From an optimization exercise on the open Yosys and OpenROAD flow, aimed at small area; shortcuts taken in it are not production practice. The RTL was checked by simulation tests, not by an equivalence proof against the original design.

==> inputs of wip/garnet <==
// gaincontroller
module gaincontroller (
    input clk,
    input rst,
    input [7:0] input_signal,
    output reg [7:0] output_signal,
    output vsync,
    output hsync
);
reg [5:0] i;
reg [5:0] j;
wire [5:0] i_d;
wire [5:0] j_d;
wire [7:0] fa;
wire [7:0] fb;
wire i_end;                       
gain_iblk u_i (.rst(rst), .i5(i[5]), .i4(i[4]), .i3(i[3]), .i2(i[2]), .i1(i[1]), .i0(i[0]),
    .d5(i_d[5]), .d4(i_d[4]), .d3(i_d[3]), .d2(i_d[2]), .d1(i_d[1]), .d0(i_d[0]),
    .f7(fa[7]), .f6(fa[6]), .f5(fa[5]), .f4(fa[4]), .f3(fa[3]), .f2(fa[2]), .f1(fa[1]), .f0(fa[0]),
    .sync(vsync), .last(i_end));
gain_jblk u_j (.rst(rst), .en(i_end), .j5(j[5]), .j4(j[4]), .j3(j[3]), .j2(j[2]), .j1(j[1]), .j0(j[0]),
    .d5(j_d[5]), .d4(j_d[4]), .d3(j_d[3]), .d2(j_d[2]), .d1(j_d[1]), .d0(j_d[0]),
    .f7(fb[7]), .f6(fb[6]), .f5(fb[5]), .f4(fb[4]), .f3(fb[3]), .f2(fb[2]), .f1(fb[1]), .f0(fb[0]),
    .sync(hsync));
wire [7:0] sat;
gain_add u_add (.x(input_signal), .fa(fa), .fb(fb), .y(sat));
always @(posedge clk) begin
  i <= i_d;
  j <= j_d;
  if (rst)
    output_signal <= 8'd0;
  else
    output_signal <= sat;
end
endmodule
==> module gaincontroller, before the edit <==
module gaincontroller (
    input clk,
    input rst,
    input [7:0] input_signal,
    output reg [7:0] output_signal,
    output vsync,
    output hsync
);
reg [5:0] i;
reg [5:0] j;
wire [5:0] i_d;
wire [5:0] j_d;
wire [7:0] fa;
wire [7:0] fb;
wire i_end;                       
gain_iblk u_i (.rst(rst), .i5(i[5]), .i4(i[4]), .i3(i[3]), .i2(i[2]), .i1(i[1]), .i0(i[0]),
    .d5(i_d[5]), .d4(i_d[4]), .d3(i_d[3]), .d2(i_d[2]), .d1(i_d[1]), .d0(i_d[0]),
    .f7(fa[7]), .f6(fa[6]), .f5(fa[5]), .f4(fa[4]), .f3(fa[3]), .f2(fa[2]), .f1(fa[1]), .f0(fa[0]),
    .sync(vsync), .last(i_end));
gain_jblk u_j (.rst(rst), .en(i_end), .j5(j[5]), .j4(j[4]), .j3(j[3]), .j2(j[2]), .j1(j[1]), .j0(j[0]),
    .d5(j_d[5]), .d4(j_d[4]), .d3(j_d[3]), .d2(j_d[2]), .d1(j_d[1]), .d0(j_d[0]),
    .f7(fb[7]), .f6(fb[6]), .f5(fb[5]), .f4(fb[4]), .f3(fb[3]), .f2(fb[2]), .f1(fb[1]), .f0(fb[0]),
    .sync(hsync));
wire [7:0] sat;
gain_add u_add (.x(input_signal), .fa(fa), .fb(fb), .y(sat));
always @(posedge clk) begin
  i <= i_d;
  j <= j_d;
  if (rst)
    output_signal <= 8'd0;
  else
    output_signal <= sat;
end
endmodule
==> module gain_jblk, before the edit <==
module gain_jblk ( 
    rst, en, j5, j4, j3, j2, j1, j0,
    d5, d4, d3, d2, d1, d0, f7, f6, f5, f4, f3, f2, f1, f0, sync  );
  input  rst, en, j5, j4, j3, j2, j1, j0;
  output d5, d4, d3, d2, d1, d0, f7, f6, f5, f4, f3, f2, f1, f0, sync;
  wire new_n24, new_n25, new_n26, new_n27, new_n28, new_n29, new_n30,
    new_n31, new_n33, new_n34, new_n35, new_n37, new_n38, new_n40, new_n41,
    new_n43, new_n44, new_n46, new_n47, new_n49, new_n50, new_n51, new_n52,
    new_n53, new_n54, new_n55, new_n56, new_n57, new_n58, new_n59, new_n60,
    new_n61, new_n62, new_n63, new_n64, new_n65, new_n67, new_n68, new_n70,
    new_n71, new_n73, new_n74, new_n75, new_n76, new_n78, new_n79, new_n80,
    new_n83, new_n85;
  assign new_n24 = en & j0;
  assign new_n25 = ~j5 & new_n24;
  assign new_n26 = j1 & new_n25;
  assign new_n27 = j2 & new_n26;
  assign new_n28 = j4 & j3;
  assign new_n29 = new_n27 & new_n28;
  assign new_n30 = j5 & ~new_n24;
  assign new_n31 = ~new_n29 & ~new_n30;
  assign d5 = ~rst & ~new_n31;
  assign new_n33 = j3 & new_n27;
  assign new_n34 = ~j4 & ~new_n33;
  assign new_n35 = ~rst & ~new_n29;
  assign d4 = ~new_n34 & new_n35;
  assign new_n37 = ~j3 & ~new_n27;
  assign new_n38 = ~rst & ~new_n33;
  assign d3 = ~new_n37 & new_n38;
  assign new_n40 = ~j2 & ~new_n26;
  assign new_n41 = ~rst & ~new_n27;
  assign d2 = ~new_n40 & new_n41;
  assign new_n43 = ~j1 & ~new_n25;
  assign new_n44 = ~rst & ~new_n26;
  assign d1 = ~new_n43 & new_n44;
  assign new_n46 = ~en & ~j0;
  assign new_n47 = ~rst & ~new_n46;
  assign d0 = ~new_n25 & new_n47;
  assign new_n49 = j4 & ~j2;
  assign new_n50 = ~j4 & j2;
  assign new_n51 = j3 & ~j1;
  assign new_n52 = new_n50 & ~new_n51;
  assign new_n53 = ~new_n49 & ~new_n52;
  assign new_n54 = ~j5 & j0;
  assign new_n55 = ~j1 & ~new_n54;
  assign new_n56 = new_n53 & ~new_n55;
  assign new_n57 = ~j3 & ~new_n50;
  assign new_n58 = ~new_n56 & new_n57;
  assign new_n59 = j3 & new_n50;
  assign new_n60 = ~new_n58 & ~new_n59;
  assign new_n61 = new_n55 & new_n60;
  assign new_n62 = new_n53 & ~new_n61;
  assign new_n63 = ~j3 & j1;
  assign new_n64 = ~j2 & new_n54;
  assign new_n65 = new_n63 & new_n64;
  assign f2 = new_n62 | new_n65;
  assign new_n67 = ~j4 & ~j3;
  assign new_n68 = ~new_n28 & ~new_n67;
  assign f7 = f2 & ~new_n68;
  assign new_n70 = new_n49 & new_n55;
  assign new_n71 = ~new_n68 & ~new_n70;
  assign f6 = ~new_n56 & new_n71;
  assign new_n73 = j4 & new_n54;
  assign new_n74 = j1 & new_n73;
  assign new_n75 = ~j1 & ~new_n73;
  assign new_n76 = ~new_n74 & ~new_n75;
  assign f5 = new_n60 & ~new_n76;
  assign new_n78 = ~new_n51 & ~new_n63;
  assign new_n79 = new_n53 & new_n78;
  assign new_n80 = new_n54 & ~new_n79;
  assign f4 = new_n60 & ~new_n80;
  assign f3 = ~new_n54 & new_n62;
  assign new_n83 = ~new_n55 & ~f4;
  assign f1 = new_n61 | new_n83;
  assign new_n85 = new_n50 & new_n63;
  assign f0 = ~new_n54 & ~new_n85;
  assign sync = j5 & j0;
endmodule
Settings: LEC_CHECK=0, CAP_MARGIN=20, CORE_AREA=2.3 2.72 61.64 59.84, DIE_AREA=0 0 64 62.56, SLEW_MARGIN=20; clock period 14.0 ns.
standard.sh (not shown) runs the stock make flow with config.mk's settings and CLKGATE_MAP_FILE= SYNTH_SCRIPT=/design/flow/synth_recipe.tcl, a recipe that flattens the netlist after the stock synthesis.
==> flow/flow/run.sh <==
#!/bin/bash
# Own layout flow: the standard ORFS flow with these changes:
#  - synthesis: the adder module gain_add is mapped to full/half-adder cells
#    (extract_fa on that module only, before any ABC run); the design is then
#    flattened and mapped by ABC with each script in flow/*.abc, keeping the
#    smallest result (flow/abc_best.tcl);
#  - port buffers are buf_1; CTS adds no dummy loads.
# Each tool's output goes to a log of its own in this folder (synth.log,
# finish.log) and ORFS's per-step logs under orfs/logs.
set -euo pipefail
W=$PWD
F=$W/flow

sed -e 's/synth -top \$::env(DESIGN_NAME) -run fine: /synth -top $::env(DESIGN_NAME) -noabc -run fine: /' \
    -e 's/^  extract_fa .*$/  extract_fa {*}[dont_use_extract_fa_args] gain_add/' \
    -e 's/^  dont_use_after_adder_step$/  dont_use_after_adder_step\n  setattr -mod -unset keep_hierarchy\n  setattr -unset keep_hierarchy\n  flatten\n  opt_clean -purge/' \
    -e 's/^  log_cmd abc {\*}\$abc_args$/  source $::env(MY_ABC_TCL)/' \
    "$FLOW_HOME/scripts/synth.tcl" > "$W/synth_fa.tcl"
grep -q -- '-noabc -run fine:' "$W/synth_fa.tcl"
grep -q 'extract_fa .* gain_add' "$W/synth_fa.tcl"
grep -q '^  flatten$' "$W/synth_fa.tcl"
grep -q 'MY_ABC_TCL' "$W/synth_fa.tcl"

sed -e "s#\$::env(SCRIPTS_DIR)/synth.tcl#$W/synth_fa.tcl#" "$W/synth_recipe.tcl" > "$W/synth_recipe_fa.tcl"
grep -q "synth_fa.tcl" "$W/synth_recipe_fa.tcl"
sed -e "s#SYNTH_SCRIPT=[^ ]*#SYNTH_SCRIPT=$W/synth_recipe_fa.tcl#" "$W/standard.sh" > "$W/standard_fa.sh"
grep -q "synth_recipe_fa.tcl" "$W/standard_fa.sh"

export MY_ABC_TCL=$F/abc_best.tcl
export MY_ABC_SCRIPTS="$F/s_b4.abc $F/s_e1.abc $F/s_a2.abc $F/s_f1.abc $F/s_c4.abc"
bash "$W/standard_fa.sh" SYNTH_HIERARCHICAL=1 synth > "$W/synth.log" 2>&1
bash "$W/standard_fa.sh" SYNTH_HIERARCHICAL=1 \
  "BUFFER_PORTS_ARGS=-buffer_cell sky130_fd_sc_hd__buf_1" \
  "CTS_ARGS=-sink_clustering_enable -repair_clock_nets -dont_use_dummy_load" \
  finish > "$W/finish.log" 2>&1
Other scripts of this flow, unchanged in this note and not shown: flow/flow/abc_best.tcl, flow/flow/s_a2.abc, flow/flow/s_b4.abc, flow/flow/s_c4.abc, flow/flow/s_e1.abc, flow/flow/s_f1.abc
==> wip/harbor (differences from wip/garnet) <==
--- a/flow/design.v
+++ b/flow/design.v
@@ -8,5 +8,5 @@
 );
 reg [5:0] i;
-reg [5:0] j;
+reg [5:0] j;                      
 wire [5:0] i_d;
 wire [5:0] j_d;
@@ -138,73 +138,72 @@
   output d5, d4, d3, d2, d1, d0, f7, f6, f5, f4, f3, f2, f1, f0, sync;
   wire new_n24, new_n25, new_n26, new_n27, new_n28, new_n29, new_n30,
-    new_n31, new_n33, new_n34, new_n35, new_n37, new_n38, new_n40, new_n41,
+    new_n31, new_n32, new_n34, new_n35, new_n37, new_n38, new_n40, new_n41,
     new_n43, new_n44, new_n46, new_n47, new_n49, new_n50, new_n51, new_n52,
     new_n53, new_n54, new_n55, new_n56, new_n57, new_n58, new_n59, new_n60,
-    new_n61, new_n62, new_n63, new_n64, new_n65, new_n67, new_n68, new_n70,
-    new_n71, new_n73, new_n74, new_n75, new_n76, new_n78, new_n79, new_n80,
-    new_n83, new_n85;
+    new_n61, new_n62, new_n63, new_n64, new_n66, new_n67, new_n68, new_n71,
+    new_n72, new_n73, new_n75, new_n76, new_n77, new_n78, new_n79, new_n80,
+    new_n82;
   assign new_n24 = en & j0;
-  assign new_n25 = ~j5 & new_n24;
-  assign new_n26 = j1 & new_n25;
-  assign new_n27 = j2 & new_n26;
-  assign new_n28 = j4 & j3;
-  assign new_n29 = new_n27 & new_n28;
-  assign new_n30 = j5 & ~new_n24;
-  assign new_n31 = ~new_n29 & ~new_n30;
-  assign d5 = ~rst & ~new_n31;
-  assign new_n33 = j3 & new_n27;
-  assign new_n34 = ~j4 & ~new_n33;
-  assign new_n35 = ~rst & ~new_n29;
+  assign new_n25 = ~j5 & ~new_n24;
+  assign new_n26 = j5 & j0;
+  assign new_n27 = en & new_n26;
+  assign new_n28 = ~j1 & new_n27;
+  assign new_n29 = ~j2 & new_n28;
+  assign new_n30 = j3 & new_n29;
+  assign new_n31 = j4 & new_n30;
+  assign new_n32 = ~new_n25 & ~new_n31;
+  assign d5 = rst | new_n32;
+  assign new_n34 = ~j4 & ~new_n30;
+  assign new_n35 = ~rst & ~new_n31;
   assign d4 = ~new_n34 & new_n35;
-  assign new_n37 = ~j3 & ~new_n27;
-  assign new_n38 = ~rst & ~new_n33;
+  assign new_n37 = ~j3 & ~new_n29;
+  assign new_n38 = ~rst & ~new_n30;
   assign d3 = ~new_n37 & new_n38;
-  assign new_n40 = ~j2 & ~new_n26;
-  assign new_n41 = ~rst & ~new_n27;
-  assign d2 = ~new_n40 & new_n41;
-  assign new_n43 = ~j1 & ~new_n25;
-  assign new_n44 = ~rst & ~new_n26;
-  assign d1 = ~new_n43 & new_n44;
+  assign new_n40 = j2 & ~new_n28;
+  assign new_n41 = ~rst & ~new_n29;
+  assign d2 = new_n40 | ~new_n41;
+  assign new_n43 = j1 & ~new_n27;
+  assign new_n44 = ~rst & ~new_n28;
+  assign d1 = new_n43 | ~new_n44;
   assign new_n46 = ~en & ~j0;
   assign new_n47 = ~rst & ~new_n46;
-  assign d0 = ~new_n25 & new_n47;
-  assign new_n49 = j4 & ~j2;
-  assign new_n50 = ~j4 & j2;
-  assign new_n51 = j3 & ~j1;
-  assign new_n52 = new_n50 & ~new_n51;
-  assign new_n53 = ~new_n49 & ~new_n52;
-  assign new_n54 = ~j5 & j0;
-  assign new_n55 = ~j1 & ~new_n54;
-  assign new_n56 = new_n53 & ~new_n55;
-  assign new_n57 = ~j3 & ~new_n50;
-  assign new_n58 = ~new_n56 & new_n57;
-  assign new_n59 = j3 & new_n50;
-  assign new_n60 = ~new_n58 & ~new_n59;
-  assign new_n61 = new_n55 & new_n60;
-  assign new_n62 = new_n53 & ~new_n61;
-  assign new_n63 = ~j3 & j1;
-  assign new_n64 = ~j2 & new_n54;
-  assign new_n65 = new_n63 & new_n64;
-  assign f2 = new_n62 | new_n65;
-  assign new_n67 = ~j4 & ~j3;
-  assign new_n68 = ~new_n28 & ~new_n67;
-  assign f7 = f2 & ~new_n68;
-  assign new_n70 = new_n49 & new_n55;
-  assign new_n71 = ~new_n68 & ~new_n70;
-  assign f6 = ~new_n56 & new_n71;
-  assign new_n73 = j4 & new_n54;
-  assign new_n74 = j1 & new_n73;
-  assign new_n75 = ~j1 & ~new_n73;
-  assign new_n76 = ~new_n74 & ~new_n75;
-  assign f5 = new_n60 & ~new_n76;
-  assign new_n78 = ~new_n51 & ~new_n63;
-  assign new_n79 = new_n53 & new_n78;
-  assign new_n80 = new_n54 & ~new_n79;
-  assign f4 = new_n60 & ~new_n80;
-  assign f3 = ~new_n54 & new_n62;
-  assign new_n83 = ~new_n55 & ~f4;
-  assign f1 = new_n61 | new_n83;
-  assign new_n85 = new_n50 & new_n63;
-  assign f0 = ~new_n54 & ~new_n85;
-  assign sync = j5 & j0;
-endmodule
+  assign d0 = ~new_n27 & new_n47;
+  assign new_n49 = j4 & j3;
+  assign new_n50 = ~j4 & ~j3;
+  assign new_n51 = ~new_n49 & ~new_n50;
+  assign new_n52 = j1 & ~new_n26;
+  assign new_n53 = j4 & j2;
+  assign new_n54 = ~j4 & ~j2;
+  assign new_n55 = ~new_n53 & ~new_n54;
+  assign new_n56 = new_n51 & ~new_n55;
+  assign new_n57 = j3 & new_n52;
+  assign new_n58 = ~j2 & new_n50;
+  assign new_n59 = ~new_n26 & ~new_n58;
+  assign new_n60 = ~j4 & ~j1;
+  assign new_n61 = j4 & j1;
+  assign new_n62 = ~new_n60 & ~new_n61;
+  assign new_n63 = ~new_n59 & new_n62;
+  assign new_n64 = ~new_n57 & ~new_n63;
+  assign f5 = ~new_n56 & ~new_n64;
+  assign new_n66 = new_n52 & f5;
+  assign new_n67 = new_n51 & ~new_n64;
+  assign new_n68 = ~new_n55 & ~new_n67;
+  assign f2 = ~new_n66 & ~new_n68;
+  assign f7 = ~new_n51 & f2;
+  assign new_n71 = new_n57 & new_n68;
+  assign new_n72 = ~new_n52 & new_n55;
+  assign new_n73 = ~new_n51 & ~new_n72;
+  assign f6 = ~new_n71 & new_n73;
+  assign new_n75 = ~new_n51 & new_n64;
+  assign new_n76 = ~new_n67 & ~new_n75;
+  assign new_n77 = f2 & new_n76;
+  assign new_n78 = new_n26 & ~new_n77;
+  assign new_n79 = ~j1 & new_n56;
+  assign new_n80 = ~new_n66 & ~new_n79;
+  assign f1 = new_n78 | ~new_n80;
+  assign new_n82 = ~new_n52 & ~f1;
+  assign f4 = new_n66 | new_n82;
+  assign f0 = new_n52 | new_n59;
+  assign f3 = f2 & f0;
+  assign sync = ~j5 & j0;
+endmodule
==> impl_metrics.toml <==
[timing]
hold_slack_ns = 0.542
fin_crit_ns = 6.35

[cells_and_area]
seq-cell-share_pct = 30.2
syn2layout_area_growth_pct = 12.9

[synthesis]
synth_nets = 174
synth_compound_area_share_pct = 16.7
syn-cell-area_um2 = 1170

[setup_path]
rrSetupSlack_ns = 8.04
worstPathArrival_ns = 6.52

[route]
wl_met2_um = 1150
met3_length_um = 112

[status]
outcome = "timing/DRC/antenna clean"

[pwr]
combPwrFrac_pct = 32.9
p_leak_nw = 0.464
That was wip/harbor.
==> impl_metrics.toml <==
[synthesis]
synth_nets = 175
synth_compound_area_share_pct = 13.8
syn-cell-area_um2 = 1190

[route]
wl_met2_um = 1190
met3_length_um = 125

[timing]
fin_crit_ns = 6.34
hold_slack_ns = 0.518

[setup_path]
worstPathArrival_ns = 6.50
rrSetupSlack_ns = 8.19

[pwr]
combPwrFrac_pct = 32.4
p_leak_nw = 0.472

[status]
outcome = "timing/DRC/antenna clean"
That was wip/garnet.

-- static timing again, ports no longer ideal --
The flow's constraints put no driver on any port. The routed layouts listed below were extracted and timed again, unchanged, in two steps. Step 1, drivers: a clkbuf_16 drives clk and a buf_2 each remaining input, both assumed. Step 2 adds t to the input delays and takes it off the output delays; t is the mean of the earliest and latest rising clock arrival at the registers after step 1. Input paths then give back, and output paths get back, about the clock's delay inside the block. Three values: no drivers, after step 1, after step 2; two values: the first two.
| run | t (ns) | slack for setup (ns) | worst hold slack (ns) | worst setup path at the end | slew at the worst register clock pin (ns) |
|---|---|---|---|---|---|
| wip/garnet | 0.321 | 7.656 / 7.657 / 7.337 | 0.518 / 0.518 / 0.518 | input to register | 0.12 / 0.12 |
| wip/harbor | 0.318 | 7.650 / 7.652 / 7.334 | 0.542 / 0.542 / 0.542 | input to register | 0.11 / 0.11 |
After both steps every run listed still meets setup and hold. The setup slack of wip/garnet, which loses most, moves by +0.001 ns with the drivers and by -0.319 ns with both steps.
